Context: an optimization exercise on an open-source flow, tuned for small area and a short achievable clock period. The choices shown serve that exercise and are no tape-out recipe.
No run shown here included a check of the RTL's function; only the layout flow was run.
No activity file was given, so power comes from the tool's default toggle rates.

==> flow/design.v, too long to show whole: its modules and the start of the top module <==
// module register: 14 lines
// module alu_pre: 599 lines
// module alu_post: 197 lines
// module execute: 29 lines
// module simd_alu_top: 44 lines
module simd_alu_top (
    input  logic         clk,
    input  logic         rst,
    input  logic         overwriteFlags,
    input  logic [2:0]   pcWrEn,
    input  logic [2:0]   ExecuteOp,
    input  logic [127:0] vect1,
    input  logic [127:0] vect2,
    output logic [127:0] vectOut,
    output logic         pcWrEnOut
);
  // ...
==> flow/run.sh <==
#!/bin/bash
# synth_recipe.tcl (not shown) runs the flow's synth.tcl, then flattens the netlist and writes it again
# the make line also repeats each setting of config.mk as NAME=value (left out here)
make -C /OpenROAD-flow-scripts/flow DESIGN_CONFIG=/design/flow/config.mk WORK_HOME=/design/flow/orfs CLKGATE_MAP_FILE= SYNTH_SCRIPT=/design/flow/synth_recipe.tcl finish
==> flow/config.mk <==
export PLATFORM = sky130hd
export DESIGN_NAME = simd_alu_top
export DESIGN_NICKNAME = simd_alu_top
export VERILOG_FILES = /design/flow/design.v
export SDC_FILE = /design/flow/constraint.sdc
export NUM_CORES = 4
export LEC_CHECK = 0
export CAP_MARGIN = 20
export CELL_PAD_IN_SITES_DETAIL_PLACEMENT = 1
export CELL_PAD_IN_SITES_GLOBAL_PLACEMENT = 1
export CORE_MARGIN = 2
export CORE_UTILIZATION = 50
export SETUP_SLACK_MARGIN = 5
export SLEW_MARGIN = 20
==> flow/constraint.sdc <==
create_clock -name core_clock -period 12.0 [get_ports {clk}]
set_input_delay 2.4000 -clock core_clock [delete_from_list [all_inputs] [get_ports {clk}]]
set_output_delay 2.4000 -clock core_clock [all_outputs]
set_load 0.01 [all_outputs]
==> metrics.md, run 1 <==
| Metric | Value |
|---|---|
| Synth area leaders | `fa_1, dfxtp_1, xnor2_1` |
| Met3 GRT Util | `0.08682` |
| Post-route DRC | `0` |
| Hold WC Path Type | `reg -> reg` |
| Syn nets | `11110` |
| Worst setup path category | `in -> reg` |
| Io pins | `394` |
| Flops & latches, synth | `635` |
| Final Hold Viols | `0` |
| Final instance area | `91380 um^2` |
| Hold buffer count at CTS | `0` |
| Synthesis Warnings | `3` |
| Post-Synth XOR/XNOR Area | `0.1330` |
| Clk sinks | `635` |
| Slew margin rel. | `0.1936` |
| WP depth | `21` |
| Non-clock buffer share | `0.06825` |
| Layout area overhead | `11.54%` |
| Routed WL per cell | `28.69 um` |
| Port Buf Inserts | `393` |
| Clock network area share | `0.03355` |
| Synth Area in Compound Gates | `0.1856` |
| Status | `complete, no violations` |
| Max reg flops | `497` |
| Mux contribution to synthesized area | `0.06296` |
| Cell chain of the critical path | `buf_6 -> nand2b_4 -> nor2_4 -> buf_4 -> and2_1 -> ha_1 -> a22oi_1 -> xnor2_1 -> fa_1 -> fa_1 -> inv_1 -> fa_1 -> xnor2_1 -> xnor2_1 -> xnor2_1 -> xnor2_1 -> xnor2_1 -> xnor2_1 -> xnor2_1 -> xnor2_1 -> xnor2_1` |
| Post-synth EDFFs | `0` |
| Post-synth top flop | `dfxtp_1` |
| Seq area share | `0.1392` |
| All-Layer GR Usage | `0.3984` |
| Post-Route M1 WL | `131400 um` |
| Crit start category | `input pin` |
| Fraction of layout cells with a size suffix above 1 | `0.07065` |
| Most Crowded Layer GR | `met2` |
| Required arrival time at the worst endpoint | `12.61 ns` |
| Largest net degree at the start of global routing | `205` |
| Worst Hold Depth | `2` |
| Final Power | `18590 uW` |
==> module execute, before the edit <==
module execute #(
    parameter NQ = 125
) (
    input  logic            clk, reset, overwriteFlags,
    input  logic [2:0]      pcWrEn,
    input  logic [4*NQ-1:0] q,         
    input  logic [3:0]      a31,       
    output logic [127:0]    vectOut,
    output logic            pcWrEnOut
);
    logic [1:0] NZ_flags;
    logic [3:0] negativeFlags, zeroFlags;
    genvar i;
    generate for (i = 0; i < 4; i = i + 1) begin : alu_block
        alu_post alu (.q(q[NQ*i +: NQ]), .result(vectOut[32*i +: 32]));
        assign zeroFlags[i] = vectOut[32*i +: 32] == 32'd0;
        assign negativeFlags[i] = (a31[i] != vectOut[32*i + 31]) && !zeroFlags[i];
    end endgenerate
    register #(1) negative_flag_register (
        .clk(clk), .reset(reset), .enable(overwriteFlags),
        .dataIn(|negativeFlags), .dataOut(NZ_flags[0])
    );
    register #(1) zeroFlag_register (
        .clk(clk), .reset(reset), .enable(overwriteFlags),
        .dataIn(&zeroFlags), .dataOut(NZ_flags[1])
    );
    assign pcWrEnOut = (pcWrEn[2] & ~NZ_flags[1]) | (pcWrEn[1] & NZ_flags[1]) |
                       (pcWrEn[0] & NZ_flags[0]);
endmodule
==> inputs of run 2 (changes only) <==
==> flow/design.v (replaced) <==
module register #(
    parameter N = 32
) (
    input  logic         clk,
    input  logic         reset,
    input  logic         enable,
    input  logic [N-1:0] dataIn,
    output logic [N-1:0] dataOut
);
    always_ff @(posedge clk or posedge reset) begin
        if (reset)       dataOut <= '0;
        else if (enable) dataOut <= dataIn;
    end
endmodule
module alu_pre (
    input  logic [31:0] a, b,
    input  logic [2:0]  op,
    output logic [107:0] q
);
    wire is_mul = op == 3'd4;
    wire is_add = op == 3'd2 || op == 3'd3 || op == 3'd7;
    wire [32:0] bx = {b, 1'b0};
    logic [15:0] one, two, neg;
    genvar j;
    generate for (j = 0; j < 16; j = j + 1) begin : enc
        wire b1 = bx[2*j+2], b0 = bx[2*j+1], bl = bx[2*j];
        if (j == 0) assign one[j] = (is_mul & (b0 ^ bl)) | is_add;
        else        assign one[j] = is_mul & (b0 ^ bl);
        assign two[j] = is_mul & ((b1 & ~b0 & ~bl) | (~b1 & b0 & bl));
        assign neg[j] = is_mul & b1 & ~(b0 & bl);
    end endgenerate
    wire [32:0] ax = {a, 1'b0};
    wire [39:0] X = {a, 8'b0} | {8'b0, a};
    logic [8:0] sel;
    always_comb for (int k = 0; k < 9; k++)
        sel[k] = (op == 3'd5 && b[2:0] == k) || (op == 3'd6 && 4'd8 - b[2:0] == k);
    logic [31:0] sh;
    always_comb for (int i = 0; i < 32; i++) begin
        sh[i] = 1'b0;
        for (int k = 0; k < 9; k++) sh[i] = sh[i] | (sel[k] & X[i+k]);
    end
    logic [31:0] bb;
    always_comb
        case (op)
            3'd1: bb = a ^ b;
            3'd2: bb = b;
            3'd3: bb = ~b;
            3'd7: bb = 32'd4;
            default: bb = sh;
        endcase
    wire cin = op == 3'd3;
    wire [31:0] pp0 = (({32{one[0]}} & ax[32:1]) | ({32{two[0]}} & ax[31:0])) ^ {32{neg[0]}};
    wire [29:0] pp1 = (({30{one[1]}} & ax[30:1]) | ({30{two[1]}} & ax[29:0])) ^ {30{neg[1]}};
    wire [27:0] pp2 = (({28{one[2]}} & ax[28:1]) | ({28{two[2]}} & ax[27:0])) ^ {28{neg[2]}};
    wire [25:0] pp3 = (({26{one[3]}} & ax[26:1]) | ({26{two[3]}} & ax[25:0])) ^ {26{neg[3]}};
    wire [23:0] pp4 = (({24{one[4]}} & ax[24:1]) | ({24{two[4]}} & ax[23:0])) ^ {24{neg[4]}};
    wire [21:0] pp5 = (({22{one[5]}} & ax[22:1]) | ({22{two[5]}} & ax[21:0])) ^ {22{neg[5]}};
    wire [19:0] pp6 = (({20{one[6]}} & ax[20:1]) | ({20{two[6]}} & ax[19:0])) ^ {20{neg[6]}};
    wire [17:0] pp7 = (({18{one[7]}} & ax[18:1]) | ({18{two[7]}} & ax[17:0])) ^ {18{neg[7]}};
    wire [15:0] pp8 = (({16{one[8]}} & ax[16:1]) | ({16{two[8]}} & ax[15:0])) ^ {16{neg[8]}};
    wire [13:0] pp9 = (({14{one[9]}} & ax[14:1]) | ({14{two[9]}} & ax[13:0])) ^ {14{neg[9]}};
    wire [11:0] pp10 = (({12{one[10]}} & ax[12:1]) | ({12{two[10]}} & ax[11:0])) ^ {12{neg[10]}};
    wire [9:0] pp11 = (({10{one[11]}} & ax[10:1]) | ({10{two[11]}} & ax[9:0])) ^ {10{neg[11]}};
    wire [7:0] pp12 = (({8{one[12]}} & ax[8:1]) | ({8{two[12]}} & ax[7:0])) ^ {8{neg[12]}};
    wire [5:0] pp13 = (({6{one[13]}} & ax[6:1]) | ({6{two[13]}} & ax[5:0])) ^ {6{neg[13]}};
    wire [3:0] pp14 = (({4{one[14]}} & ax[4:1]) | ({4{two[14]}} & ax[3:0])) ^ {4{neg[14]}};
    wire [1:0] pp15 = (({2{one[15]}} & ax[2:1]) | ({2{two[15]}} & ax[1:0])) ^ {2{neg[15]}};
    wire fs0 = cin ^ neg[0] ^ pp0[0];
    wire fc0 = (cin & neg[0]) | (pp0[0] & (cin | neg[0]));
    wire fs1 = pp0[1] ^ fc0 ^ bb[1];
    wire fc1 = (pp0[1] & fc0) | (bb[1] & (pp0[1] | fc0));
    wire hs2 = neg[1] ^ pp0[2];
    wire hc2 = neg[1] & pp0[2];
    wire fs3 = pp1[0] ^ hs2 ^ bb[2];
    wire fc3 = (pp1[0] & hs2) | (bb[2] & (pp1[0] | hs2));
    wire hs4 = pp0[3] ^ pp1[1];
    wire hc4 = pp0[3] & pp1[1];
    wire fs5 = hc2 ^ hs4 ^ bb[3];
    wire fc5 = (hc2 & hs4) | (bb[3] & (hc2 | hs4));
    wire fs6 = neg[2] ^ pp0[4] ^ pp1[2];
    wire fc6 = (neg[2] & pp0[4]) | (pp1[2] & (neg[2] | pp0[4]));
    wire hs7 = pp2[0] ^ hc4;
    wire hc7 = pp2[0] & hc4;
    wire fs8 = fs6 ^ hs7 ^ bb[4];
    wire fc8 = (fs6 & hs7) | (bb[4] & (fs6 | hs7));
    wire fs9 = pp0[5] ^ pp1[3] ^ pp2[1];
    wire fc9 = (pp0[5] & pp1[3]) | (pp2[1] & (pp0[5] | pp1[3]));
    wire hs10 = fc6 ^ fs9;
    wire hc10 = fc6 & fs9;
    wire fs11 = hc7 ^ hs10 ^ bb[5];
    wire fc11 = (hc7 & hs10) | (bb[5] & (hc7 | hs10));
    wire fs12 = neg[3] ^ pp0[6] ^ pp1[4];
    wire fc12 = (neg[3] & pp0[6]) | (pp1[4] & (neg[3] | pp0[6]));
    wire fs13 = pp2[2] ^ pp3[0] ^ fc9;
    wire fc13 = (pp2[2] & pp3[0]) | (fc9 & (pp2[2] | pp3[0]));
    wire hs14 = fs12 ^ hc10;
    wire hc14 = fs12 & hc10;
    wire fs15 = fs13 ^ hs14 ^ bb[6];
    wire fc15 = (fs13 & hs14) | (bb[6] & (fs13 | hs14));
    wire fs16 = pp0[7] ^ pp1[5] ^ pp2[3];
    wire fc16 = (pp0[7] & pp1[5]) | (pp2[3] & (pp0[7] | pp1[5]));
    wire fs17 = pp3[1] ^ fc12 ^ fs16;
    wire fc17 = (pp3[1] & fc12) | (fs16 & (pp3[1] | fc12));
    wire hs18 = fc13 ^ fs17;
    wire hc18 = fc13 & fs17;
    wire fs19 = hc14 ^ bb[7] ^ hs18;
    wire fc19 = (hc14 & bb[7]) | (hs18 & (hc14 | bb[7]));
    wire fs20 = neg[4] ^ pp0[8] ^ pp1[6];
    wire fc20 = (neg[4] & pp0[8]) | (pp1[6] & (neg[4] | pp0[8]));
    wire fs21 = pp2[4] ^ pp3[2] ^ pp4[0];
    wire fc21 = (pp2[4] & pp3[2]) | (pp4[0] & (pp2[4] | pp3[2]));
    wire fs22 = fc16 ^ fs20 ^ fs21;
    wire fc22 = (fc16 & fs20) | (fs21 & (fc16 | fs20));
    wire hs23 = fc17 ^ fs22;
    wire hc23 = fc17 & fs22;
    wire fs24 = bb[8] ^ hc18 ^ hs23;
    wire fc24 = (bb[8] & hc18) | (hs23 & (bb[8] | hc18));
    wire fs25 = pp0[9] ^ pp1[7] ^ pp2[5];
    wire fc25 = (pp0[9] & pp1[7]) | (pp2[5] & (pp0[9] | pp1[7]));
    wire fs26 = pp3[3] ^ pp4[1] ^ fc20;
    wire fc26 = (pp3[3] & pp4[1]) | (fc20 & (pp3[3] | pp4[1]));
    wire fs27 = fc21 ^ fs25 ^ fc22;
    wire fc27 = (fc21 & fs25) | (fc22 & (fc21 | fs25));
    wire hs28 = fs26 ^ bb[9];
    wire hc28 = fs26 & bb[9];
    wire fs29 = hc23 ^ fs27 ^ hs28;
    wire fc29 = (hc23 & fs27) | (hs28 & (hc23 | fs27));
    wire fs30 = neg[5] ^ pp0[10] ^ pp1[8];
    wire fc30 = (neg[5] & pp0[10]) | (pp1[8] & (neg[5] | pp0[10]));
    wire fs31 = pp2[6] ^ pp3[4] ^ pp4[2];
    wire fc31 = (pp2[6] & pp3[4]) | (pp4[2] & (pp2[6] | pp3[4]));
    wire fs32 = pp5[0] ^ fc25 ^ fs30;
    wire fc32 = (pp5[0] & fc25) | (fs30 & (pp5[0] | fc25));
    wire fs33 = fs31 ^ fc26 ^ fs32;
    wire fc33 = (fs31 & fc26) | (fs32 & (fs31 | fc26));
    wire hs34 = bb[10] ^ fc27;
    wire hc34 = bb[10] & fc27;
    wire fs35 = fs33 ^ hc28 ^ hs34;
    wire fc35 = (fs33 & hc28) | (hs34 & (fs33 | hc28));
    wire fs36 = pp0[11] ^ pp1[9] ^ pp2[7];
    wire fc36 = (pp0[11] & pp1[9]) | (pp2[7] & (pp0[11] | pp1[9]));
    wire fs37 = pp3[5] ^ pp4[3] ^ pp5[1];
    wire fc37 = (pp3[5] & pp4[3]) | (pp5[1] & (pp3[5] | pp4[3]));
    wire fs38 = fc30 ^ fc31 ^ fs36;
    wire fc38 = (fc30 & fc31) | (fs36 & (fc30 | fc31));
    wire fs39 = fs37 ^ fc32 ^ fs38;
    wire fc39 = (fs37 & fc32) | (fs38 & (fs37 | fc32));
    wire hs40 = bb[11] ^ fc33;
    wire hc40 = bb[11] & fc33;
    wire fs41 = neg[6] ^ pp0[12] ^ pp1[10];
    wire fc41 = (neg[6] & pp0[12]) | (pp1[10] & (neg[6] | pp0[12]));
    wire fs42 = pp2[8] ^ pp3[6] ^ pp4[4];
    wire fc42 = (pp2[8] & pp3[6]) | (pp4[4] & (pp2[8] | pp3[6]));
    wire fs43 = pp5[2] ^ pp6[0] ^ fc36;
    wire fc43 = (pp5[2] & pp6[0]) | (fc36 & (pp5[2] | pp6[0]));
    wire fs44 = fc37 ^ fs41 ^ fs42;
    wire fc44 = (fc37 & fs41) | (fs42 & (fc37 | fs41));
    wire fs45 = fc38 ^ fs43 ^ fs44;
    wire fc45 = (fc38 & fs43) | (fs44 & (fc38 | fs43));
    wire fs46 = bb[12] ^ fc39 ^ fs45;
    wire fc46 = (bb[12] & fc39) | (fs45 & (bb[12] | fc39));
    wire fs47 = pp0[13] ^ pp1[11] ^ pp2[9];
    wire fc47 = (pp0[13] & pp1[11]) | (pp2[9] & (pp0[13] | pp1[11]));
    wire fs48 = pp3[7] ^ pp4[5] ^ pp5[3];
    wire fc48 = (pp3[7] & pp4[5]) | (pp5[3] & (pp3[7] | pp4[5]));
    wire fs49 = pp6[1] ^ fc41 ^ fc42;
    wire fc49 = (pp6[1] & fc41) | (fc42 & (pp6[1] | fc41));
    wire fs50 = fs47 ^ fs48 ^ fc43;
    wire fc50 = (fs47 & fs48) | (fc43 & (fs47 | fs48));
    wire fs51 = fc44 ^ fs49 ^ bb[13];
    wire fc51 = (fc44 & fs49) | (bb[13] & (fc44 | fs49));
    wire fs52 = neg[7] ^ pp0[14] ^ pp1[12];
    wire fc52 = (neg[7] & pp0[14]) | (pp1[12] & (neg[7] | pp0[14]));
    wire fs53 = pp2[10] ^ pp3[8] ^ pp4[6];
    wire fc53 = (pp2[10] & pp3[8]) | (pp4[6] & (pp2[10] | pp3[8]));
    wire fs54 = pp5[4] ^ pp6[2] ^ pp7[0];
    wire fc54 = (pp5[4] & pp6[2]) | (pp7[0] & (pp5[4] | pp6[2]));
    wire fs55 = fc47 ^ fc48 ^ fs52;
    wire fc55 = (fc47 & fc48) | (fs52 & (fc47 | fc48));
    wire fs56 = fs53 ^ fs54 ^ fc49;
    wire fc56 = (fs53 & fs54) | (fc49 & (fs53 | fs54));
    wire hs57 = fs55 ^ bb[14];
    wire hc57 = fs55 & bb[14];
    wire fs58 = fc50 ^ fs56 ^ hs57;
    wire fc58 = (fc50 & fs56) | (hs57 & (fc50 | fs56));
    wire fs59 = pp0[15] ^ pp1[13] ^ pp2[11];
    wire fc59 = (pp0[15] & pp1[13]) | (pp2[11] & (pp0[15] | pp1[13]));
    wire fs60 = pp3[9] ^ pp4[7] ^ pp5[5];
    wire fc60 = (pp3[9] & pp4[7]) | (pp5[5] & (pp3[9] | pp4[7]));
    wire fs61 = pp6[3] ^ pp7[1] ^ fc52;
    wire fc61 = (pp6[3] & pp7[1]) | (fc52 & (pp6[3] | pp7[1]));
    wire fs62 = fc53 ^ fc54 ^ fs59;
    wire fc62 = (fc53 & fc54) | (fs59 & (fc53 | fc54));
    wire fs63 = fs60 ^ fc55 ^ fs61;
    wire fc63 = (fs60 & fc55) | (fs61 & (fs60 | fc55));
    wire fs64 = fs62 ^ bb[15] ^ fc56;
    wire fc64 = (fs62 & bb[15]) | (fc56 & (fs62 | bb[15]));
    wire fs65 = neg[8] ^ pp0[16] ^ pp1[14];
    wire fc65 = (neg[8] & pp0[16]) | (pp1[14] & (neg[8] | pp0[16]));
    wire fs66 = pp2[12] ^ pp3[10] ^ pp4[8];
    wire fc66 = (pp2[12] & pp3[10]) | (pp4[8] & (pp2[12] | pp3[10]));
    wire fs67 = pp5[6] ^ pp6[4] ^ pp7[2];
    wire fc67 = (pp5[6] & pp6[4]) | (pp7[2] & (pp5[6] | pp6[4]));
    wire fs68 = pp8[0] ^ fc59 ^ fc60;
    wire fc68 = (pp8[0] & fc59) | (fc60 & (pp8[0] | fc59));
    wire fs69 = fs65 ^ fs66 ^ fs67;
    wire fc69 = (fs65 & fs66) | (fs67 & (fs65 | fs66));
    wire fs70 = fc61 ^ fc62 ^ fs68;
    wire fc70 = (fc61 & fc62) | (fs68 & (fc61 | fc62));
    wire hs71 = fs69 ^ bb[16];
    wire hc71 = fs69 & bb[16];
    wire fs72 = fc63 ^ fs70 ^ hs71;
    wire fc72 = (fc63 & fs70) | (hs71 & (fc63 | fs70));
    wire fs73 = pp0[17] ^ pp1[15] ^ pp2[13];
    wire fc73 = (pp0[17] & pp1[15]) | (pp2[13] & (pp0[17] | pp1[15]));
    wire fs74 = pp3[11] ^ pp4[9] ^ pp5[7];
    wire fc74 = (pp3[11] & pp4[9]) | (pp5[7] & (pp3[11] | pp4[9]));
    wire fs75 = pp6[5] ^ pp7[3] ^ pp8[1];
    wire fc75 = (pp6[5] & pp7[3]) | (pp8[1] & (pp6[5] | pp7[3]));
    wire fs76 = fc65 ^ fc66 ^ fc67;
    wire fc76 = (fc65 & fc66) | (fc67 & (fc65 | fc66));
    wire fs77 = fs73 ^ fs74 ^ fs75;
    wire fc77 = (fs73 & fs74) | (fs75 & (fs73 | fs74));
    wire fs78 = fc68 ^ fc69 ^ fs76;
    wire fc78 = (fc68 & fc69) | (fs76 & (fc68 | fc69));
    wire fs79 = fs77 ^ bb[17] ^ fc70;
    wire fc79 = (fs77 & bb[17]) | (fc70 & (fs77 | bb[17]));
    wire fs80 = neg[9] ^ pp0[18] ^ pp1[16];
    wire fc80 = (neg[9] & pp0[18]) | (pp1[16] & (neg[9] | pp0[18]));
    wire fs81 = pp2[14] ^ pp3[12] ^ pp4[10];
    wire fc81 = (pp2[14] & pp3[12]) | (pp4[10] & (pp2[14] | pp3[12]));
    wire fs82 = pp5[8] ^ pp6[6] ^ pp7[4];
    wire fc82 = (pp5[8] & pp6[6]) | (pp7[4] & (pp5[8] | pp6[6]));
    wire fs83 = pp8[2] ^ pp9[0] ^ fc73;
    wire fc83 = (pp8[2] & pp9[0]) | (fc73 & (pp8[2] | pp9[0]));
    wire fs84 = fc74 ^ fc75 ^ fs80;
    wire fc84 = (fc74 & fc75) | (fs80 & (fc74 | fc75));
    wire fs85 = fs81 ^ fs82 ^ fc76;
    wire fc85 = (fs81 & fs82) | (fc76 & (fs81 | fs82));
    wire fs86 = fc77 ^ fs83 ^ fs84;
    wire fc86 = (fc77 & fs83) | (fs84 & (fc77 | fs83));
    wire hs87 = bb[18] ^ fc78;
    wire hc87 = bb[18] & fc78;
    wire fs88 = fs85 ^ fs86 ^ hs87;
    wire fc88 = (fs85 & fs86) | (hs87 & (fs85 | fs86));
    wire fs89 = pp0[19] ^ pp1[17] ^ pp2[15];
    wire fc89 = (pp0[19] & pp1[17]) | (pp2[15] & (pp0[19] | pp1[17]));
    wire fs90 = pp3[13] ^ pp4[11] ^ pp5[9];
    wire fc90 = (pp3[13] & pp4[11]) | (pp5[9] & (pp3[13] | pp4[11]));
    wire fs91 = pp6[7] ^ pp7[5] ^ pp8[3];
    wire fc91 = (pp6[7] & pp7[5]) | (pp8[3] & (pp6[7] | pp7[5]));
    wire fs92 = pp9[1] ^ fc80 ^ fc81;
    wire fc92 = (pp9[1] & fc80) | (fc81 & (pp9[1] | fc80));
    wire fs93 = fc82 ^ fs89 ^ fs90;
    wire fc93 = (fc82 & fs89) | (fs90 & (fc82 | fs89));
    wire fs94 = fs91 ^ fc83 ^ fc84;
    wire fc94 = (fs91 & fc83) | (fc84 & (fs91 | fc83));
    wire fs95 = fs92 ^ fs93 ^ bb[19];
    wire fc95 = (fs92 & fs93) | (bb[19] & (fs92 | fs93));
    wire fs96 = fc85 ^ fc86 ^ fs94;
    wire fc96 = (fc85 & fc86) | (fs94 & (fc85 | fc86));
    wire fs97 = neg[10] ^ pp0[20] ^ pp10[0];
    wire fc97 = (neg[10] & pp0[20]) | (pp10[0] & (neg[10] | pp0[20]));
    wire fs98 = pp1[18] ^ pp2[16] ^ pp3[14];
    wire fc98 = (pp1[18] & pp2[16]) | (pp3[14] & (pp1[18] | pp2[16]));
    wire fs99 = pp4[12] ^ pp5[10] ^ pp6[8];
    wire fc99 = (pp4[12] & pp5[10]) | (pp6[8] & (pp4[12] | pp5[10]));
    wire fs100 = pp7[6] ^ pp8[4] ^ pp9[2];
    wire fc100 = (pp7[6] & pp8[4]) | (pp9[2] & (pp7[6] | pp8[4]));
    wire fs101 = fc89 ^ fc90 ^ fc91;
    wire fc101 = (fc89 & fc90) | (fc91 & (fc89 | fc90));
    wire fs102 = fs100 ^ fs97 ^ fs98;
    wire fc102 = (fs100 & fs97) | (fs98 & (fs100 | fs97));
    wire fs103 = fs99 ^ fc92 ^ fc93;
    wire fc103 = (fs99 & fc92) | (fc93 & (fs99 | fc92));
    wire fs104 = fs101 ^ fs102 ^ bb[20];
    wire fc104 = (fs101 & fs102) | (bb[20] & (fs101 | fs102));
    wire hs105 = fc94 ^ fs103;
    wire hc105 = fc94 & fs103;
    wire fs106 = pp0[21] ^ pp10[1] ^ pp1[19];
    wire fc106 = (pp0[21] & pp10[1]) | (pp1[19] & (pp0[21] | pp10[1]));
    wire fs107 = pp2[17] ^ pp3[15] ^ pp4[13];
    wire fc107 = (pp2[17] & pp3[15]) | (pp4[13] & (pp2[17] | pp3[15]));
    wire fs108 = pp5[11] ^ pp6[9] ^ pp7[7];
    wire fc108 = (pp5[11] & pp6[9]) | (pp7[7] & (pp5[11] | pp6[9]));
    wire fs109 = pp8[5] ^ pp9[3] ^ fc100;
    wire fc109 = (pp8[5] & pp9[3]) | (fc100 & (pp8[5] | pp9[3]));
    wire fs110 = fc97 ^ fc98 ^ fc99;
    wire fc110 = (fc97 & fc98) | (fc99 & (fc97 | fc98));
    wire fs111 = fs106 ^ fs107 ^ fs108;
    wire fc111 = (fs106 & fs107) | (fs108 & (fs106 | fs107));
    wire fs112 = fc101 ^ fc102 ^ fs109;
    wire fc112 = (fc101 & fc102) | (fs109 & (fc101 | fc102));
    wire fs113 = fs110 ^ fs111 ^ bb[21];
    wire fc113 = (fs110 & fs111) | (bb[21] & (fs110 | fs111));
    wire hs114 = fc103 ^ fs112;
    wire hc114 = fc103 & fs112;
    wire fs115 = neg[11] ^ pp0[22] ^ pp10[2];
    wire fc115 = (neg[11] & pp0[22]) | (pp10[2] & (neg[11] | pp0[22]));
    wire fs116 = pp11[0] ^ pp1[20] ^ pp2[18];
    wire fc116 = (pp11[0] & pp1[20]) | (pp2[18] & (pp11[0] | pp1[20]));
    wire fs117 = pp3[16] ^ pp4[14] ^ pp5[12];
    wire fc117 = (pp3[16] & pp4[14]) | (pp5[12] & (pp3[16] | pp4[14]));
    wire fs118 = pp6[10] ^ pp7[8] ^ pp8[6];
    wire fc118 = (pp6[10] & pp7[8]) | (pp8[6] & (pp6[10] | pp7[8]));
    wire fs119 = pp9[4] ^ fc106 ^ fc107;
    wire fc119 = (pp9[4] & fc106) | (fc107 & (pp9[4] | fc106));
    wire fs120 = fc108 ^ fs115 ^ fs116;
    wire fc120 = (fc108 & fs115) | (fs116 & (fc108 | fs115));
    wire fs121 = fs117 ^ fs118 ^ fc109;
    wire fc121 = (fs117 & fs118) | (fc109 & (fs117 | fs118));
    wire fs122 = fc110 ^ fc111 ^ fs119;
    wire fc122 = (fc110 & fc111) | (fs119 & (fc110 | fc111));
    wire fs123 = fs120 ^ bb[22] ^ fc112;
    wire fc123 = (fs120 & bb[22]) | (fc112 & (fs120 | bb[22]));
    wire hs124 = fs121 ^ fs122;
    wire hc124 = fs121 & fs122;
    wire fs125 = pp0[23] ^ pp10[3] ^ pp11[1];
    wire fc125 = (pp0[23] & pp10[3]) | (pp11[1] & (pp0[23] | pp10[3]));
    wire fs126 = pp1[21] ^ pp2[19] ^ pp3[17];
    wire fc126 = (pp1[21] & pp2[19]) | (pp3[17] & (pp1[21] | pp2[19]));
    wire fs127 = pp4[15] ^ pp5[13] ^ pp6[11];
    wire fc127 = (pp4[15] & pp5[13]) | (pp6[11] & (pp4[15] | pp5[13]));
    wire fs128 = pp7[9] ^ pp8[7] ^ pp9[5];
    wire fc128 = (pp7[9] & pp8[7]) | (pp9[5] & (pp7[9] | pp8[7]));
    wire fs129 = fc115 ^ fc116 ^ fc117;
    wire fc129 = (fc115 & fc116) | (fc117 & (fc115 | fc116));
    wire fs130 = fc118 ^ fs125 ^ fs126;
    wire fc130 = (fc118 & fs125) | (fs126 & (fc118 | fs125));
    wire fs131 = fs127 ^ fs128 ^ fc119;
    wire fc131 = (fs127 & fs128) | (fc119 & (fs127 | fs128));
    wire fs132 = fc120 ^ fs129 ^ fs130;
    wire fc132 = (fc120 & fs129) | (fs130 & (fc120 | fs129));
    wire fs133 = bb[23] ^ fc121 ^ fc122;
    wire fc133 = (bb[23] & fc121) | (fc122 & (bb[23] | fc121));
    wire hs134 = fs131 ^ fs132;
    wire hc134 = fs131 & fs132;
    wire fs135 = neg[12] ^ pp0[24] ^ pp10[4];
    wire fc135 = (neg[12] & pp0[24]) | (pp10[4] & (neg[12] | pp0[24]));
    wire fs136 = pp11[2] ^ pp12[0] ^ pp1[22];
    wire fc136 = (pp11[2] & pp12[0]) | (pp1[22] & (pp11[2] | pp12[0]));
    wire fs137 = pp2[20] ^ pp3[18] ^ pp4[16];
    wire fc137 = (pp2[20] & pp3[18]) | (pp4[16] & (pp2[20] | pp3[18]));
    wire fs138 = pp5[14] ^ pp6[12] ^ pp7[10];
    wire fc138 = (pp5[14] & pp6[12]) | (pp7[10] & (pp5[14] | pp6[12]));
    wire fs139 = pp8[8] ^ pp9[6] ^ fc125;
    wire fc139 = (pp8[8] & pp9[6]) | (fc125 & (pp8[8] | pp9[6]));
    wire fs140 = fc126 ^ fc127 ^ fc128;
    wire fc140 = (fc126 & fc127) | (fc128 & (fc126 | fc127));
    wire fs141 = fs135 ^ fs136 ^ fs137;
    wire fc141 = (fs135 & fs136) | (fs137 & (fs135 | fs136));
    wire fs142 = fs138 ^ fc129 ^ fc130;
    wire fc142 = (fs138 & fc129) | (fc130 & (fs138 | fc129));
    wire fs143 = fs139 ^ fs140 ^ fs141;
    wire fc143 = (fs139 & fs140) | (fs141 & (fs139 | fs140));
    wire fs144 = bb[24] ^ fc131 ^ fc132;
    wire fc144 = (bb[24] & fc131) | (fc132 & (bb[24] | fc131));
    wire hs145 = fs142 ^ fs143;
    wire hc145 = fs142 & fs143;
    wire fs146 = pp0[25] ^ pp10[5] ^ pp11[3];
    wire fc146 = (pp0[25] & pp10[5]) | (pp11[3] & (pp0[25] | pp10[5]));
    wire fs147 = pp12[1] ^ pp1[23] ^ pp2[21];
    wire fc147 = (pp12[1] & pp1[23]) | (pp2[21] & (pp12[1] | pp1[23]));
    wire fs148 = pp3[19] ^ pp4[17] ^ pp5[15];
    wire fc148 = (pp3[19] & pp4[17]) | (pp5[15] & (pp3[19] | pp4[17]));
    wire fs149 = pp6[13] ^ pp7[11] ^ pp8[9];
    wire fc149 = (pp6[13] & pp7[11]) | (pp8[9] & (pp6[13] | pp7[11]));
    wire fs150 = pp9[7] ^ fc135 ^ fc136;
    wire fc150 = (pp9[7] & fc135) | (fc136 & (pp9[7] | fc135));
    wire fs151 = fc137 ^ fc138 ^ fs146;
    wire fc151 = (fc137 & fc138) | (fs146 & (fc137 | fc138));
    wire fs152 = fs147 ^ fs148 ^ fs149;
    wire fc152 = (fs147 & fs148) | (fs149 & (fs147 | fs148));
    wire fs153 = fc139 ^ fc140 ^ fc141;
    wire fc153 = (fc139 & fc140) | (fc141 & (fc139 | fc140));
    wire fs154 = fs150 ^ fs151 ^ fs152;
    wire fc154 = (fs150 & fs151) | (fs152 & (fs150 | fs151));
    wire fs155 = bb[25] ^ fc142 ^ fc143;
    wire fc155 = (bb[25] & fc142) | (fc143 & (bb[25] | fc142));
    wire hs156 = fs153 ^ fs154;
    wire hc156 = fs153 & fs154;
    wire fs157 = neg[13] ^ pp0[26] ^ pp10[6];
    wire fc157 = (neg[13] & pp0[26]) | (pp10[6] & (neg[13] | pp0[26]));
    wire fs158 = pp11[4] ^ pp12[2] ^ pp13[0];
    wire fc158 = (pp11[4] & pp12[2]) | (pp13[0] & (pp11[4] | pp12[2]));
    wire fs159 = pp1[24] ^ pp2[22] ^ pp3[20];
    wire fc159 = (pp1[24] & pp2[22]) | (pp3[20] & (pp1[24] | pp2[22]));
    wire fs160 = pp4[18] ^ pp5[16] ^ pp6[14];
    wire fc160 = (pp4[18] & pp5[16]) | (pp6[14] & (pp4[18] | pp5[16]));
    wire fs161 = pp7[12] ^ pp8[10] ^ pp9[8];
    wire fc161 = (pp7[12] & pp8[10]) | (pp9[8] & (pp7[12] | pp8[10]));
    wire fs162 = fc146 ^ fc147 ^ fc148;
    wire fc162 = (fc146 & fc147) | (fc148 & (fc146 | fc147));
    wire fs163 = fc149 ^ fs157 ^ fs158;
    wire fc163 = (fc149 & fs157) | (fs158 & (fc149 | fs157));
    wire fs164 = fs159 ^ fs160 ^ fs161;
    wire fc164 = (fs159 & fs160) | (fs161 & (fs159 | fs160));
    wire fs165 = fc150 ^ fc151 ^ fc152;
    wire fc165 = (fc150 & fc151) | (fc152 & (fc150 | fc151));
    wire fs166 = fs162 ^ fs163 ^ fs164;
    wire fc166 = (fs162 & fs163) | (fs164 & (fs162 | fs163));
    wire fs167 = bb[26] ^ fc153 ^ fc154;
    wire fc167 = (bb[26] & fc153) | (fc154 & (bb[26] | fc153));
    wire hs168 = fs165 ^ fs166;
    wire hc168 = fs165 & fs166;
    wire fs169 = pp0[27] ^ pp10[7] ^ pp11[5];
    wire fc169 = (pp0[27] & pp10[7]) | (pp11[5] & (pp0[27] | pp10[7]));
    wire fs170 = pp12[3] ^ pp13[1] ^ pp1[25];
    wire fc170 = (pp12[3] & pp13[1]) | (pp1[25] & (pp12[3] | pp13[1]));
    wire fs171 = pp2[23] ^ pp3[21] ^ pp4[19];
    wire fc171 = (pp2[23] & pp3[21]) | (pp4[19] & (pp2[23] | pp3[21]));
    wire fs172 = pp5[17] ^ pp6[15] ^ pp7[13];
    wire fc172 = (pp5[17] & pp6[15]) | (pp7[13] & (pp5[17] | pp6[15]));
    wire fs173 = pp8[11] ^ pp9[9] ^ fc157;
    wire fc173 = (pp8[11] & pp9[9]) | (fc157 & (pp8[11] | pp9[9]));
    wire fs174 = fc158 ^ fc159 ^ fc160;
    wire fc174 = (fc158 & fc159) | (fc160 & (fc158 | fc159));
    wire fs175 = fc161 ^ fs169 ^ fs170;
    wire fc175 = (fc161 & fs169) | (fs170 & (fc161 | fs169));
    wire fs176 = fs171 ^ fs172 ^ fc162;
    wire fc176 = (fs171 & fs172) | (fc162 & (fs171 | fs172));
    wire fs177 = fc163 ^ fc164 ^ fs173;
    wire fc177 = (fc163 & fc164) | (fs173 & (fc163 | fc164));
    wire fs178 = fs174 ^ fs175 ^ bb[27];
    wire fc178 = (fs174 & fs175) | (bb[27] & (fs174 | fs175));
    wire fs179 = fc165 ^ fs176 ^ fc166;
    wire fc179 = (fc165 & fs176) | (fc166 & (fc165 | fs176));
    wire hs180 = fs177 ^ fs178;
    wire hc180 = fs177 & fs178;
    wire fs181 = neg[14] ^ pp0[28] ^ pp10[8];
    wire fc181 = (neg[14] & pp0[28]) | (pp10[8] & (neg[14] | pp0[28]));
    wire fs182 = pp11[6] ^ pp12[4] ^ pp13[2];
    wire fc182 = (pp11[6] & pp12[4]) | (pp13[2] & (pp11[6] | pp12[4]));
    wire fs183 = pp14[0] ^ pp1[26] ^ pp2[24];
    wire fc183 = (pp14[0] & pp1[26]) | (pp2[24] & (pp14[0] | pp1[26]));
    wire fs184 = pp3[22] ^ pp4[20] ^ pp5[18];
    wire fc184 = (pp3[22] & pp4[20]) | (pp5[18] & (pp3[22] | pp4[20]));
    wire fs185 = pp6[16] ^ pp7[14] ^ pp8[12];
    wire fc185 = (pp6[16] & pp7[14]) | (pp8[12] & (pp6[16] | pp7[14]));
    wire fs186 = pp9[10] ^ fc169 ^ fc170;
    wire fc186 = (pp9[10] & fc169) | (fc170 & (pp9[10] | fc169));
    wire fs187 = fc171 ^ fc172 ^ fs181;
    wire fc187 = (fc171 & fc172) | (fs181 & (fc171 | fc172));
    wire fs188 = fs182 ^ fs183 ^ fs184;
    wire fc188 = (fs182 & fs183) | (fs184 & (fs182 | fs183));
    wire fs189 = fs185 ^ fc173 ^ fc174;
    wire fc189 = (fs185 & fc173) | (fc174 & (fs185 | fc173));
    wire fs190 = fc175 ^ fs186 ^ fs187;
    wire fc190 = (fc175 & fs186) | (fs187 & (fc175 | fs186));
    wire fs191 = fs188 ^ bb[28] ^ fc176;
    wire fc191 = (fs188 & bb[28]) | (fc176 & (fs188 | bb[28]));
    wire fs192 = fc177 ^ fs189 ^ fs190;
    wire fc192 = (fc177 & fs189) | (fs190 & (fc177 | fs189));
    wire hs193 = fc178 ^ fs191;
    wire hc193 = fc178 & fs191;
    wire fs194 = pp0[29] ^ pp10[9] ^ pp11[7];
    wire fc194 = (pp0[29] & pp10[9]) | (pp11[7] & (pp0[29] | pp10[9]));
    wire fs195 = pp12[5] ^ pp13[3] ^ pp14[1];
    wire fc195 = (pp12[5] & pp13[3]) | (pp14[1] & (pp12[5] | pp13[3]));
    wire fs196 = pp1[27] ^ pp2[25] ^ pp3[23];
    wire fc196 = (pp1[27] & pp2[25]) | (pp3[23] & (pp1[27] | pp2[25]));
    wire fs197 = pp4[21] ^ pp5[19] ^ pp6[17];
    wire fc197 = (pp4[21] & pp5[19]) | (pp6[17] & (pp4[21] | pp5[19]));
    wire fs198 = pp7[15] ^ pp8[13] ^ pp9[11];
    wire fc198 = (pp7[15] & pp8[13]) | (pp9[11] & (pp7[15] | pp8[13]));
    wire fs199 = fc181 ^ fc182 ^ fc183;
    wire fc199 = (fc181 & fc182) | (fc183 & (fc181 | fc182));
    wire fs200 = fc184 ^ fc185 ^ fs194;
    wire fc200 = (fc184 & fc185) | (fs194 & (fc184 | fc185));
    wire fs201 = fs195 ^ fs196 ^ fs197;
    wire fc201 = (fs195 & fs196) | (fs197 & (fs195 | fs196));
    wire fs202 = fs198 ^ fc186 ^ fc187;
    wire fc202 = (fs198 & fc186) | (fc187 & (fs198 | fc186));
    wire fs203 = fc188 ^ fs199 ^ fs200;
    wire fc203 = (fc188 & fs199) | (fs200 & (fc188 | fs199));
    wire fs204 = fs201 ^ bb[29] ^ fc189;
    wire fc204 = (fs201 & bb[29]) | (fc189 & (fs201 | bb[29]));
    wire fs205 = fc190 ^ fs202 ^ fs203;
    wire fc205 = (fc190 & fs202) | (fs203 & (fc190 | fs202));
    wire hs206 = fc191 ^ fs204;
    wire hc206 = fc191 & fs204;
    wire fs207 = neg[15] ^ pp0[30] ^ pp10[10];
    wire fc207 = (neg[15] & pp0[30]) | (pp10[10] & (neg[15] | pp0[30]));
    wire fs208 = pp11[8] ^ pp12[6] ^ pp13[4];
    wire fc208 = (pp11[8] & pp12[6]) | (pp13[4] & (pp11[8] | pp12[6]));
    wire fs209 = pp14[2] ^ pp15[0] ^ pp1[28];
    wire fc209 = (pp14[2] & pp15[0]) | (pp1[28] & (pp14[2] | pp15[0]));
    wire fs210 = pp2[26] ^ pp3[24] ^ pp4[22];
    wire fc210 = (pp2[26] & pp3[24]) | (pp4[22] & (pp2[26] | pp3[24]));
    wire fs211 = pp5[20] ^ pp6[18] ^ pp7[16];
    wire fc211 = (pp5[20] & pp6[18]) | (pp7[16] & (pp5[20] | pp6[18]));
    wire fs212 = pp8[14] ^ pp9[12] ^ fc194;
    wire fc212 = (pp8[14] & pp9[12]) | (fc194 & (pp8[14] | pp9[12]));
    wire fs213 = fc195 ^ fc196 ^ fc197;
    wire fc213 = (fc195 & fc196) | (fc197 & (fc195 | fc196));
    wire fs214 = fc198 ^ fs207 ^ fs208;
    wire fc214 = (fc198 & fs207) | (fs208 & (fc198 | fs207));
    wire fs215 = fs209 ^ fs210 ^ fs211;
    wire fc215 = (fs209 & fs210) | (fs211 & (fs209 | fs210));
    wire fs216 = fc199 ^ fc200 ^ fc201;
    wire fc216 = (fc199 & fc200) | (fc201 & (fc199 | fc200));
    wire fs217 = fs212 ^ fs213 ^ fs214;
    wire fc217 = (fs212 & fs213) | (fs214 & (fs212 | fs213));
    wire fs218 = fs215 ^ bb[30] ^ fc202;
    wire fc218 = (fs215 & bb[30]) | (fc202 & (fs215 | bb[30]));
    wire fs219 = fc203 ^ fs216 ^ fs217;
    wire fc219 = (fc203 & fs216) | (fs217 & (fc203 | fs216));
    wire hs220 = fc204 ^ fs218;
    wire hc220 = fc204 & fs218;
    wire xs221 = pp0[31] ^ pp10[11] ^ pp11[9];
    wire xs222 = pp12[7] ^ pp13[5] ^ pp14[3];
    wire xs223 = pp15[1] ^ pp1[29] ^ pp2[27];
    wire xs224 = pp3[25] ^ pp4[23] ^ pp5[21];
    wire xs225 = pp6[19] ^ pp7[17] ^ pp8[15];
    wire xs226 = pp9[13] ^ xs221 ^ xs222;
    wire xs227 = xs223 ^ xs224 ^ xs225;
    wire xs228 = xs226 ^ xs227 ^ bb[31];
    assign q[0] = fs0;
    assign q[1] = bb[0];
    assign q[2] = fs1;
    assign q[3] = fc1;
    assign q[4] = fs3;
    assign q[5] = fc3;
    assign q[6] = fs5;
    assign q[7] = fc5;
    assign q[8] = fs8;
    assign q[9] = fc8;
    assign q[10] = fs11;
    assign q[11] = fc11;
    assign q[12] = fs15;
    assign q[13] = fc15;
    assign q[14] = fs19;
    assign q[15] = fc19;
    assign q[16] = fs24;
    assign q[17] = fc24;
    assign q[18] = fs29;
    assign q[19] = fc29;
    assign q[20] = fs35;
    assign q[21] = fs39;
    assign q[22] = hc34;
    assign q[23] = hs40;
    assign q[24] = fc35;
    assign q[25] = hc40;
    assign q[26] = fs46;
    assign q[27] = fs50;
    assign q[28] = fc45;
    assign q[29] = fs51;
    assign q[30] = fc46;
    assign q[31] = fc51;
    assign q[32] = fs58;
    assign q[33] = fs63;
    assign q[34] = hc57;
    assign q[35] = fs64;
    assign q[36] = fc58;
    assign q[37] = fc64;
    assign q[38] = fs72;
    assign q[39] = fs78;
    assign q[40] = hc71;
    assign q[41] = fs79;
    assign q[42] = fc72;
    assign q[43] = fc79;
    assign q[44] = fs88;
    assign q[45] = hc87;
    assign q[46] = fs95;
    assign q[47] = fs96;
    assign q[48] = fc88;
    assign q[49] = fc95;
    assign q[50] = fs104;
    assign q[51] = hs105;
    assign q[52] = fc96;
    assign q[53] = fc104;
    assign q[54] = fs113;
    assign q[55] = hc105;
    assign q[56] = hs114;
    assign q[57] = fc113;
    assign q[58] = hc114;
    assign q[59] = hs124;
    assign q[60] = fs123;
    assign q[61] = hc124;
    assign q[62] = fc123;
    assign q[63] = hs134;
    assign q[64] = fs133;
    assign q[65] = hc134;
    assign q[66] = fc133;
    assign q[67] = hs145;
    assign q[68] = fs144;
    assign q[69] = hc145;
    assign q[70] = hs156;
    assign q[71] = fc144;
    assign q[72] = fs155;
    assign q[73] = hc156;
    assign q[74] = hs168;
    assign q[75] = fc155;
    assign q[76] = fs167;
    assign q[77] = hc168;
    assign q[78] = fc167;
    assign q[79] = fs179;
    assign q[80] = hs180;
    assign q[81] = fc179;
    assign q[82] = fs192;
    assign q[83] = hc180;
    assign q[84] = hs193;
    assign q[85] = fc192;
    assign q[86] = fs205;
    assign q[87] = hc193;
    assign q[88] = hs206;
    assign q[89] = fc205;
    assign q[90] = fs219;
    assign q[91] = hc206;
    assign q[92] = hs220;
    assign q[93] = fc207;
    assign q[94] = fc208;
    assign q[95] = fc209;
    assign q[96] = fc210;
    assign q[97] = fc211;
    assign q[98] = fc212;
    assign q[99] = fc213;
    assign q[100] = fc214;
    assign q[101] = fc215;
    assign q[102] = fc216;
    assign q[103] = fc217;
    assign q[104] = xs228;
    assign q[105] = fc218;
    assign q[106] = fc219;
    assign q[107] = hc220;
endmodule
module alu_post (
    input  logic [107:0] q,
    output logic [31:0] result,
    output logic        zero
);
    wire hs229 = q[21] ^ q[22];
    wire hc229 = q[21] & q[22];
    wire hs230 = q[27] ^ q[28];
    wire hc230 = q[27] & q[28];
    wire hs231 = q[33] ^ q[34];
    wire hc231 = q[33] & q[34];
    wire hs232 = q[39] ^ q[40];
    wire hc232 = q[39] & q[40];
    wire hs233 = q[45] ^ q[46];
    wire hc233 = q[45] & q[46];
    wire fs234 = q[49] ^ q[50] ^ q[51];
    wire fc234 = (q[49] & q[50]) | (q[51] & (q[49] | q[50]));
    wire fs235 = q[53] ^ q[54] ^ q[55];
    wire fc235 = (q[53] & q[54]) | (q[55] & (q[53] | q[54]));
    wire fs236 = q[57] ^ q[58] ^ q[59];
    wire fc236 = (q[57] & q[58]) | (q[59] & (q[57] | q[58]));
    wire fs237 = q[61] ^ q[62] ^ q[63];
    wire fc237 = (q[61] & q[62]) | (q[63] & (q[61] | q[62]));
    wire fs238 = q[65] ^ q[66] ^ q[67];
    wire fc238 = (q[65] & q[66]) | (q[67] & (q[65] | q[66]));
    wire fs239 = q[69] ^ q[70] ^ q[71];
    wire fc239 = (q[69] & q[70]) | (q[71] & (q[69] | q[70]));
    wire fs240 = q[73] ^ q[74] ^ q[75];
    wire fc240 = (q[73] & q[74]) | (q[75] & (q[73] | q[74]));
    wire fs241 = q[77] ^ q[78] ^ q[79];
    wire fc241 = (q[77] & q[78]) | (q[79] & (q[77] | q[78]));
    wire fs242 = q[81] ^ q[82] ^ q[83];
    wire fc242 = (q[81] & q[82]) | (q[83] & (q[81] | q[82]));
    wire fs243 = q[85] ^ q[86] ^ q[87];
    wire fc243 = (q[85] & q[86]) | (q[87] & (q[85] | q[86]));
    wire fs244 = q[89] ^ q[90] ^ q[91];
    wire fc244 = (q[89] & q[90]) | (q[91] & (q[89] | q[90]));
    wire hs245 = q[23] ^ q[24];
    wire hc245 = q[23] & q[24];
    wire fs246 = q[25] ^ q[26] ^ hc229;
    wire fc246 = (q[25] & q[26]) | (hc229 & (q[25] | q[26]));
    wire fs247 = q[29] ^ q[30] ^ hs230;
    wire fc247 = (q[29] & q[30]) | (hs230 & (q[29] | q[30]));
    wire fs248 = q[31] ^ q[32] ^ hc230;
    wire fc248 = (q[31] & q[32]) | (hc230 & (q[31] | q[32]));
    wire fs249 = q[35] ^ q[36] ^ hs231;
    wire fc249 = (q[35] & q[36]) | (hs231 & (q[35] | q[36]));
    wire fs250 = q[37] ^ q[38] ^ hc231;
    wire fc250 = (q[37] & q[38]) | (hc231 & (q[37] | q[38]));
    wire fs251 = q[41] ^ q[42] ^ hs232;
    wire fc251 = (q[41] & q[42]) | (hs232 & (q[41] | q[42]));
    wire fs252 = q[43] ^ q[44] ^ hc232;
    wire fc252 = (q[43] & q[44]) | (hc232 & (q[43] | q[44]));
    wire fs253 = q[47] ^ q[48] ^ hs233;
    wire fc253 = (q[47] & q[48]) | (hs233 & (q[47] | q[48]));
    wire fs254 = q[52] ^ hc233 ^ fs234;
    wire fc254 = (q[52] & hc233) | (fs234 & (q[52] | hc233));
    wire fs255 = q[56] ^ fc234 ^ fs235;
    wire fc255 = (q[56] & fc234) | (fs235 & (q[56] | fc234));
    wire fs256 = q[60] ^ fc235 ^ fs236;
    wire fc256 = (q[60] & fc235) | (fs236 & (q[60] | fc235));
    wire fs257 = q[64] ^ fc236 ^ fs237;
    wire fc257 = (q[64] & fc236) | (fs237 & (q[64] | fc236));
    wire fs258 = q[68] ^ fc237 ^ fs238;
    wire fc258 = (q[68] & fc237) | (fs238 & (q[68] | fc237));
    wire fs259 = q[72] ^ fc238 ^ fs239;
    wire fc259 = (q[72] & fc238) | (fs239 & (q[72] | fc238));
    wire fs260 = q[76] ^ fc239 ^ fs240;
    wire fc260 = (q[76] & fc239) | (fs240 & (q[76] | fc239));
    wire fs261 = q[80] ^ fc240 ^ fs241;
    wire fc261 = (q[80] & fc240) | (fs241 & (q[80] | fc240));
    wire fs262 = q[84] ^ fc241 ^ fs242;
    wire fc262 = (q[84] & fc241) | (fs242 & (q[84] | fc241));
    wire fs263 = q[88] ^ fc242 ^ fs243;
    wire fc263 = (q[88] & fc242) | (fs243 & (q[88] | fc242));
    wire fs264 = q[92] ^ fc243 ^ fs244;
    wire fc264 = (q[92] & fc243) | (fs244 & (q[92] | fc243));
    logic [31:0] ms, mc;
    wire top_par = q[100] ^ q[101] ^ q[102] ^ q[103] ^ q[104] ^ q[105] ^ q[106] ^ q[107] ^ q[93] ^ q[94] ^ q[95] ^ q[96] ^ q[97] ^ q[98] ^ q[99] ^ fc244 ^ fc264;
    assign ms[0] = q[0];
    assign mc[0] = q[1];
    assign ms[1] = q[2];
    assign mc[1] = 1'b0;
    assign ms[2] = q[3];
    assign mc[2] = q[4];
    assign ms[3] = q[5];
    assign mc[3] = q[6];
    assign ms[4] = q[7];
    assign mc[4] = q[8];
    assign ms[5] = q[10];
    assign mc[5] = q[9];
    assign ms[6] = q[11];
    assign mc[6] = q[12];
    assign ms[7] = q[13];
    assign mc[7] = q[14];
    assign ms[8] = q[15];
    assign mc[8] = q[16];
    assign ms[9] = q[17];
    assign mc[9] = q[18];
    assign ms[10] = q[19];
    assign mc[10] = q[20];
    assign ms[11] = hs229;
    assign mc[11] = hs245;
    assign ms[12] = hc245;
    assign mc[12] = fs246;
    assign ms[13] = fc246;
    assign mc[13] = fs247;
    assign ms[14] = fc247;
    assign mc[14] = fs248;
    assign ms[15] = fc248;
    assign mc[15] = fs249;
    assign ms[16] = fc249;
    assign mc[16] = fs250;
    assign ms[17] = fc250;
    assign mc[17] = fs251;
    assign ms[18] = fc251;
    assign mc[18] = fs252;
    assign ms[19] = fc252;
    assign mc[19] = fs253;
    assign ms[20] = fc253;
    assign mc[20] = fs254;
    assign ms[21] = fc254;
    assign mc[21] = fs255;
    assign ms[22] = fc255;
    assign mc[22] = fs256;
    assign ms[23] = fc256;
    assign mc[23] = fs257;
    assign ms[24] = fc257;
    assign mc[24] = fs258;
    assign ms[25] = fc258;
    assign mc[25] = fs259;
    assign ms[26] = fc259;
    assign mc[26] = fs260;
    assign ms[27] = fc260;
    assign mc[27] = fs261;
    assign ms[28] = fc261;
    assign mc[28] = fs262;
    assign ms[29] = fc262;
    assign mc[29] = fs263;
    assign ms[30] = fc263;
    assign mc[30] = fs264;
    assign ms[31] = top_par;
    assign mc[31] = 1'b0;
    assign result = ms + mc;
    assign zero = (ms ^ mc) == {ms[30:0] | mc[30:0], 1'b0};
endmodule
module execute #(
    parameter NQ = 108
) (
    input  logic            clk, reset, overwriteFlags,
    input  logic [2:0]      pcWrEn,
    input  logic [4*NQ-1:0] q,         
    input  logic [3:0]      a31,       
    output logic [127:0]    vectOut,
    output logic            pcWrEnOut
);
    logic [1:0] NZ_flags;
    logic [3:0] negativeFlags, zeroFlags;
    genvar i;
    generate for (i = 0; i < 4; i = i + 1) begin : alu_block
        alu_post alu (
            .q(q[NQ*i +: NQ]), .result(vectOut[32*i +: 32]), .zero(zeroFlags[i])
        );
        assign negativeFlags[i] = (a31[i] != vectOut[32*i + 31]) && !zeroFlags[i];
    end endgenerate
    register #(1) negative_flag_register (
        .clk(clk), .reset(reset), .enable(overwriteFlags),
        .dataIn(|negativeFlags), .dataOut(NZ_flags[0])
    );
    register #(1) zeroFlag_register (
        .clk(clk), .reset(reset), .enable(overwriteFlags),
        .dataIn(&zeroFlags), .dataOut(NZ_flags[1])
    );
    assign pcWrEnOut = (pcWrEn[2] & ~NZ_flags[1]) | (pcWrEn[1] & NZ_flags[1]) |
                       (pcWrEn[0] & NZ_flags[0]);
endmodule
module simd_alu_top (
    input  logic         clk,
    input  logic         rst,
    input  logic         overwriteFlags,
    input  logic [2:0]   pcWrEn,
    input  logic [2:0]   ExecuteOp,
    input  logic [127:0] vect1,
    input  logic [127:0] vect2,
    output logic [127:0] vectOut,
    output logic         pcWrEnOut
);
    localparam NQ = 108;
    logic            overwriteFlags_q;
    logic [2:0]      pcWrEn_q;
    logic [4*NQ-1:0] q_d, q_q;
    logic [3:0]      a31_q;
    logic [127:0]    vectOut_d;
    genvar i;
    generate for (i = 0; i < 4; i = i + 1) begin : lane
        alu_pre alu_pre (
            .a(vect1[32*i +: 32]), .b(vect2[32*i +: 32]), .op(ExecuteOp),
            .q(q_d[NQ*i +: NQ])
        );
    end endgenerate
    always_ff @(posedge clk) begin
        overwriteFlags_q <= overwriteFlags;
        pcWrEn_q         <= {pcWrEn == 3'b100, pcWrEn == 3'b010, pcWrEn == 3'b001};
        q_q              <= q_d;
        a31_q            <= {vect1[127], vect1[95], vect1[63], vect1[31]};
        vectOut          <= vectOut_d;
    end
    execute #(
        .NQ(NQ)
    ) execute_stage (
        .clk(clk),
        .reset(rst),
        .overwriteFlags(overwriteFlags_q),
        .pcWrEn(pcWrEn_q),
        .q(q_q),
        .a31(a31_q),
        .vectOut(vectOut_d),
        .pcWrEnOut(pcWrEnOut)
    );
endmodule
==> flow/flow/run.sh (new file) <==
#!/bin/bash
# Standard layout, with one netlist clean-up between synthesis and floorplan:
# flow/fixinv.py removes the inverters that Yosys's full-adder extraction
# leaves between full adders (a full adder is self-dual, so flipping the
# polarity of some adders cancels them). Registers are not touched.
# Every port is buffered as in the standard flow, with the library's smallest
# buffer (buf_1) rather than buffer_ports' default pick.
# Timing repair aims at a setup slack of $MARGIN ns at the design's clock.
set -euo pipefail
MARGIN=6.5
RES=orfs/results/$FLOW_PLATFORM/simd_alu_top/base
bash standard.sh synth > synth.log 2>&1
python3 flow/fixinv.py $RES/1_2_yosys.v $RES/1_2_yosys.fixinv.v > fixinv.log 2>&1
cp $RES/1_2_yosys.v $RES/1_2_yosys.orig.v
mv $RES/1_2_yosys.fixinv.v $RES/1_2_yosys.v
rm -f $RES/1_synth.odb $RES/1_synth.sdc
bash standard.sh SETUP_SLACK_MARGIN=$MARGIN "BUFFER_PORTS_ARGS=-buffer_cell sky130_fd_sc_hd__buf_1" finish > layout.log 2>&1
==> flow/flow/fixinv.py (new file) <==
#!/usr/bin/env python3
"""Removes inverters between full adders in a flat sky130 netlist written by Yosys.

A full adder is self-dual: FA(~a, ~b, ~c) = (~cout, ~sum). Each fa cell may
therefore be "flipped" (its outputs then carry the complements of their
values, and its inputs must be fed complemented) without changing the
circuit. This picks flips greedily to minimise the number of nets that need
an inverted copy, then rewrites the netlist with one inverter per such net.

usage: fixinv.py IN.v OUT.v"""
import re
import sys

INV = re.compile(r"sky130_fd_sc_hd__(clk)?inv_\d+$")
FA = re.compile(r"sky130_fd_sc_hd__fa_\d+$")
OUT_PINS = {"X", "Y", "Q", "Q_N", "SUM", "COUT", "HI", "LO"}

src = open(sys.argv[1]).read()
m = re.search(r"^module\s+(\S+)\s*\((.*?)\);", src, re.S | re.M)
head_end = src.index(";", m.end() - 1) + 1
end = src.rindex("endmodule")
body = re.sub(r"\(\*.*?\*\)", "", src[head_end:end], flags=re.S)

# split the body into statements
stmts = [s.strip() for s in re.split(r";\s*\n", body) if s.strip()]
cells = []          # [type, name, [(pin, net)]]
others = []         # declarations and assigns, kept verbatim
ports_out = set()
cell_re = re.compile(r"^(sky130_fd_sc_hd__\w+)\s+(\S+)\s*\((.*)\)\s*$", re.S)
pin_re = re.compile(r"\.(\w+)\(\s*((?:\\\S+\s)|[^()]*?)\s*\)")
for s in stmts:
    s2 = s.rstrip(";").strip()
    cm = cell_re.match(s2)
    if cm:
        pins = [(p, n.strip()) for p, n in pin_re.findall(cm.group(3))]
        cells.append([cm.group(1), cm.group(2), pins])
    else:
        others.append(s2)
        om = re.match(r"output\s+(?:\[(\d+):(\d+)\]\s+)?(\S+)", s2)
        if om:
            if om.group(1):
                hi, lo = int(om.group(1)), int(om.group(2))
                for i in range(min(hi, lo), max(hi, lo) + 1):
                    ports_out.add(f"{om.group(3)}[{i}]")
            else:
                ports_out.add(om.group(3))
# nets used by assign statements count as fixed loads/drivers: keep them untouched
assign_nets = set()
for s in others:
    if s.startswith("assign"):
        for tok in re.findall(r"\\\S+|[A-Za-z_][\w$]*(?:\[\d+\])?", s[6:]):
            assign_nets.add(tok)

# inverters we may remove: output not a port and not used by an assign
inv_of = {}
removable = set()
for i, (t, name, pins) in enumerate(cells):
    if INV.match(t):
        d = dict(pins)
        y, a = d.get("Y"), d.get("A")
        if y and a and y not in ports_out and y not in assign_nets and a not in assign_nets:
            inv_of[y] = a
            removable.add(i)

def lit(net):
    pol = 0
    seen = 0
    while net in inv_of and seen < 100:
        net = inv_of[net]
        pol ^= 1
        seen += 1
    return net, pol

driver_fa = {}      # base net -> fa cell index
fa_ids = []
for i, (t, name, pins) in enumerate(cells):
    if FA.match(t):
        fa_ids.append(i)
        for p, n in pins:
            if p in ("SUM", "COUT"):
                driver_fa[n] = i

# loads: (cell index, pin, base, pol)
loads = []
for i, (t, name, pins) in enumerate(cells):
    if i in removable:
        continue
    for p, n in pins:
        if p in OUT_PINS:
            continue
        b, pol = lit(n)
        loads.append((i, p, b, pol))

x = {i: 0 for i in fa_ids}
loads_by_net = {}
for k, (i, p, b, pol) in enumerate(loads):
    loads_by_net.setdefault(b, []).append(k)
nets_of_fa = {i: set() for i in fa_ids}
for k, (i, p, b, pol) in enumerate(loads):
    if i in x:
        nets_of_fa[i].add(b)
for b, i in driver_fa.items():
    nets_of_fa[i].add(b)

def need_inv(k):
    i, p, b, pol = loads[k]
    par = pol ^ x.get(driver_fa.get(b, -1), 0)
    if i in x:
        par ^= x[i]
    return par

def net_cost(b):
    return 1 if any(need_inv(k) for k in loads_by_net.get(b, ())) else 0

def total():
    return sum(net_cost(b) for b in loads_by_net)

before = total()
improved = True
rounds = 0
while improved and rounds < 50:
    improved = False
    rounds += 1
    for f in fa_ids:
        nets = nets_of_fa[f]
        c0 = sum(net_cost(b) for b in nets)
        x[f] ^= 1
        c1 = sum(net_cost(b) for b in nets)
        if c1 < c0:
            improved = True
        else:
            x[f] ^= 1
after = total()

# rewrite
new_inv = {}
out_cells = []
for i, (t, name, pins) in enumerate(cells):
    if i in removable:
        continue
    newpins = []
    for p, n in pins:
        if p in OUT_PINS:
            newpins.append((p, n))
            continue
        b, pol = lit(n)
        par = pol ^ x.get(driver_fa.get(b, -1), 0)
        if i in x:
            par ^= x[i]
        if par:
            if b not in new_inv:
                new_inv[b] = f"fixinv_n{len(new_inv)}"
            newpins.append((p, new_inv[b]))
        else:
            newpins.append((p, b))
    out_cells.append((t, name, newpins))

lines = [src[:head_end]]
for s in others:
    lines.append("  " + s + " ;")
for b, nn in new_inv.items():
    lines.append(f"  wire {nn};")
for t, name, pins in out_cells:
    ps = ",\n".join(f"    .{p}({n}{' ' if n.startswith(chr(92)) else ''})" for p, n in pins)
    lines.append(f"  {t} {name} (\n{ps}\n  );")
for k, (b, nn) in enumerate(new_inv.items()):
    bb = b + (" " if b.startswith("\\") else "")
    lines.append(f"  sky130_fd_sc_hd__inv_1 fixinv_{k} (\n    .A({bb}),\n    .Y({nn})\n  );")
lines.append("endmodule")
open(sys.argv[2], "w").write("\n".join(lines) + "\n")
sys.stderr.write(f"fixinv: {len(fa_ids)} full adders, {sum(x.values())} flipped; "
                 f"{len(removable)} inverters removed, {len(new_inv)} inserted "
                 f"(nets needing inversion {before} -> {after})\n")
==> flow/standard.sh (new file) <==
#!/bin/bash
# synth_recipe.tcl (not shown) runs the flow's synth.tcl, then flattens the netlist and writes it again
# the make line also repeats each setting of config.mk as NAME=value (left out here)
make -C /OpenROAD-flow-scripts/flow DESIGN_CONFIG=/design/flow/config.mk WORK_HOME=/design/flow/orfs CLKGATE_MAP_FILE= SYNTH_SCRIPT=/design/flow/synth_recipe.tcl "${@:-finish}"
==> flow/config.mk (replaced) <==
export PLATFORM = sky130hd
export DESIGN_NAME = simd_alu_top
export DESIGN_NICKNAME = simd_alu_top
export VERILOG_FILES = /design/flow/design.v
export SDC_FILE = /design/flow/constraint.sdc
export NUM_CORES = 4
export LEC_CHECK = 0
export CAP_MARGIN = 20
export CELL_PAD_IN_SITES_DETAIL_PLACEMENT = 2
export CELL_PAD_IN_SITES_GLOBAL_PLACEMENT = 4
export CORE_MARGIN = 2
export CORE_UTILIZATION = 30
export SLEW_MARGIN = 20
removed: flow/run.sh
==> run 2 against run 1 <==
Effect of this change: clock skew is 0.00061 ns lower; via count up 3.1%; critical path depth is 6 lower; clock-buffer cell count fell by 8; combinational power is 6% lower; critical endpoint is now q_q[368]; register-to-register slack better by 1.5 ns; final cell count is 10% higher; global-route usage fell by 7.0 points; sequential power fell by 4%; fmax rose by 23%; die area is 59% higher.
==> metrics.md, run 2 <==
| Metric | Value |
|---|---|
| Fraction of layout cells with a size suffix above 1 | `0.2263 (+0.1556)` |
| Hold buffer count at CTS | `0 (unchanged)` |
| Synthesis Warnings | `3 (unchanged)` |
| Crit-path max FO | `5` |
| Fillcell total | `28130` |
| Antenna violations before repair | `53` |
| Routed Antenna Nets | `0` |
| Period minus WS final | `5.668 ns` |
| Worst VDD drop | `0.4047 mV` |
| Layout area overhead | `25.81%` |
| Max-cap viol count | `0` |
| Status | `complete, no violations` |
| Post-Route WL | `453500 um` |
| Slew margin rel. | `0.2134 (+0.01974)` |
| Largest net degree at the start of global routing | `143 (-30%)` |
| Clock root buffer | `clkbuf_16` |
| Post-route DRC | `0 (unchanged)` |
| CP arrival | `6.37 ns` |
| Vias in the first global route | `81500` |
| GRT Residual Overflow | `0` |
| DP Worst Slack | `4.215 ns` |
| Worst r2r src | `q_q[49]` |
| Reg clk slew, reported paths | `0.06 ns` |
| Final worst slack | `6.332 ns` |
| Synthesized area | `78540 um^2` |
| Crit start category | `input pin` |
| Worst-Margin Slew | `1.172 ns` |
| Syn nets | `10520 (-5.3%)` |
| RSZ-0062 raised after global routing | `yes` |
| Row cnt | `187` |
| Number of DRC markers in iteration 0 | `6947` |
| Maximum clock frequency | `0.1764 GHz` |
| Gpl congestion | `0.8598` |
| Post-Synthesis Cells | `8914` |
| Vias per cell | `5.893` |
| Worst Skew | `0.05405 ns` |
| Die H | `515.7 um` |
| Port Buf Inserts | `393 (unchanged)` |
| RR Endpoint | `execute_stage.negative_flag_register.dataOut` |
| Slew Limit Fails | `0` |
| Area occupied by multi-input gates | `64980 um^2` |
| TritonCTS clock tree | `built` |
| Die area | `265900 um^2` |
| Worst skew pair latency | `0.80 ns` |
| Commonest non-fill, non-tap cell in the layout | `xnor2_1` |
| Effective utilization at floorplan | `0.3022` |
| Global-route wire length before repair | `629300 um` |
| Hold WC Path Type | `reg -> reg` |
| Pleak | `0.03908 uW` |
| Routed WL per cell | `34.88 um (+22%)` |
| Worst Hold Depth | `1 (-1)` |
| Most frequent cells in the layout | `xnor2_1, a22oi_1, inv_1` |
| CTS Buf Count | `82` |
| CP endpoint kind | `flop` |
| Syn_area_per_cell | `8.811 um^2` |
| All-Layer GR Usage | `0.3280 (-0.07038)` |
| Max reg flops | `432 (-13%)` |
| Vias post-DR | `76630` |
| Final Hold Viols | `0 (unchanged)` |
| Total area of sequential cells | `11420 um^2` |
| H-tree depth | `3` |
| Clk sinks | `570 (-10%)` |
| Required arrival time at the worst endpoint | `12.71 ns (+0.10 ns)` |
| Final setup viols | `0` |
| Final Cycle Share | `0.4723` |
| Min-delay src | `overwriteFlags_q` |
| Power Density | `178.4 nW/um^2` |
| DRT Pass-1 Iters | `5` |
| Max Root-Sink Buffers | `3` |
| Worst setup path category | `in -> reg` |
| Io pins | `394 (unchanged)` |
[run 2: where the power goes]
group          switching, uW  total, uW  internal, uW
registers                345       3000          2650
logic                   7330      11900          4540
clock network           1110       2750          1640
total                   8790      17600          8840
[run 2: critical path, cell delays in order]
cell,delay (ns)
clkbuf_16,0.13
nand2b_4,0.17
or2_4,0.35
buf_12,0.18
buf_12,0.13
buf_16,0.14
buf_12,0.14
buf_8,0.12
nor2_8,0.19
clkinvlp_4,0.23
fa_1,0.53
inv_1,0.08
fa_2,0.55
fa_2,0.45
fa_2,0.53
[run 2: layer usage]
| layer | vias up | GRT usage | wire, um |
|---|---|---|---|
| li1 | 31990 | - | - |
| met1 | 40640 | 0.4337 | 191300 |
| met2 | 3173 | 0.5360 | 210700 |
| met3 | 791 | 0.05011 | 30760 |
| met4 | 32 | 0.1245 | 20560 |
| met5 | - | 0 | 206 |
[run 2: worst max path at each step]
stage / start / endpoint / cells past startpoint
4_1_cts: vect2[5] / q_q[20] / 10
3_3_place_gp: ExecuteOp[0] / q_q[20] / 11
6_report: ExecuteOp[0] / q_q[368] / 15
2_1_floorplan: ExecuteOp[0] / q_q[152] / 18
5_1_grt: ExecuteOp[0] / q_q[152] / 15
3_5_place_dp: ExecuteOp[0] / q_q[20] / 12
[run 2: timing repair]
action | CTS | global route
buffers inserted | 359 | 174
endpoints found under the setup margin | 391 | 185
gates cloned | 65 | 27
pin swaps | 225 | 443
gates resized for setup | 531 | 482
[run 2: final cells by class]
class,count,share of cell area
timing repair buffer,1270,0.1223
antenna,30,0.0007597
clock buffer,106,0.02279
tap,3496,0.04427
sequential,570,0.1156
clock inverter,48,0.007281
inverter,737,0.02938
multi-input combinational,6745,0.6577
[run 2: stage by stage]
| step | utilization | instance area, um^2 | hold WS, ns | cells | total power, uW |
|---|---|---|---|---|---|
| final | 0.3801 | 98810 | 0.4992 | 13000 | 17630 |
| after global routing | 0.3800 | 98790 | 0.5183 | 12990 | 19090 |
| after CTS | 0.3633 | 94430 | 0.4980 | 12770 | 17770 |
| after detailed placement | 0.3252 | 84520 | 0.4908 | 12190 | 14640 |
| after global placement | 0.3250 | 84490 | 0.4853 | 12190 | 14370 |
| after floorplan | - | 80500 | 0.4551 | 8914 | 10190 |
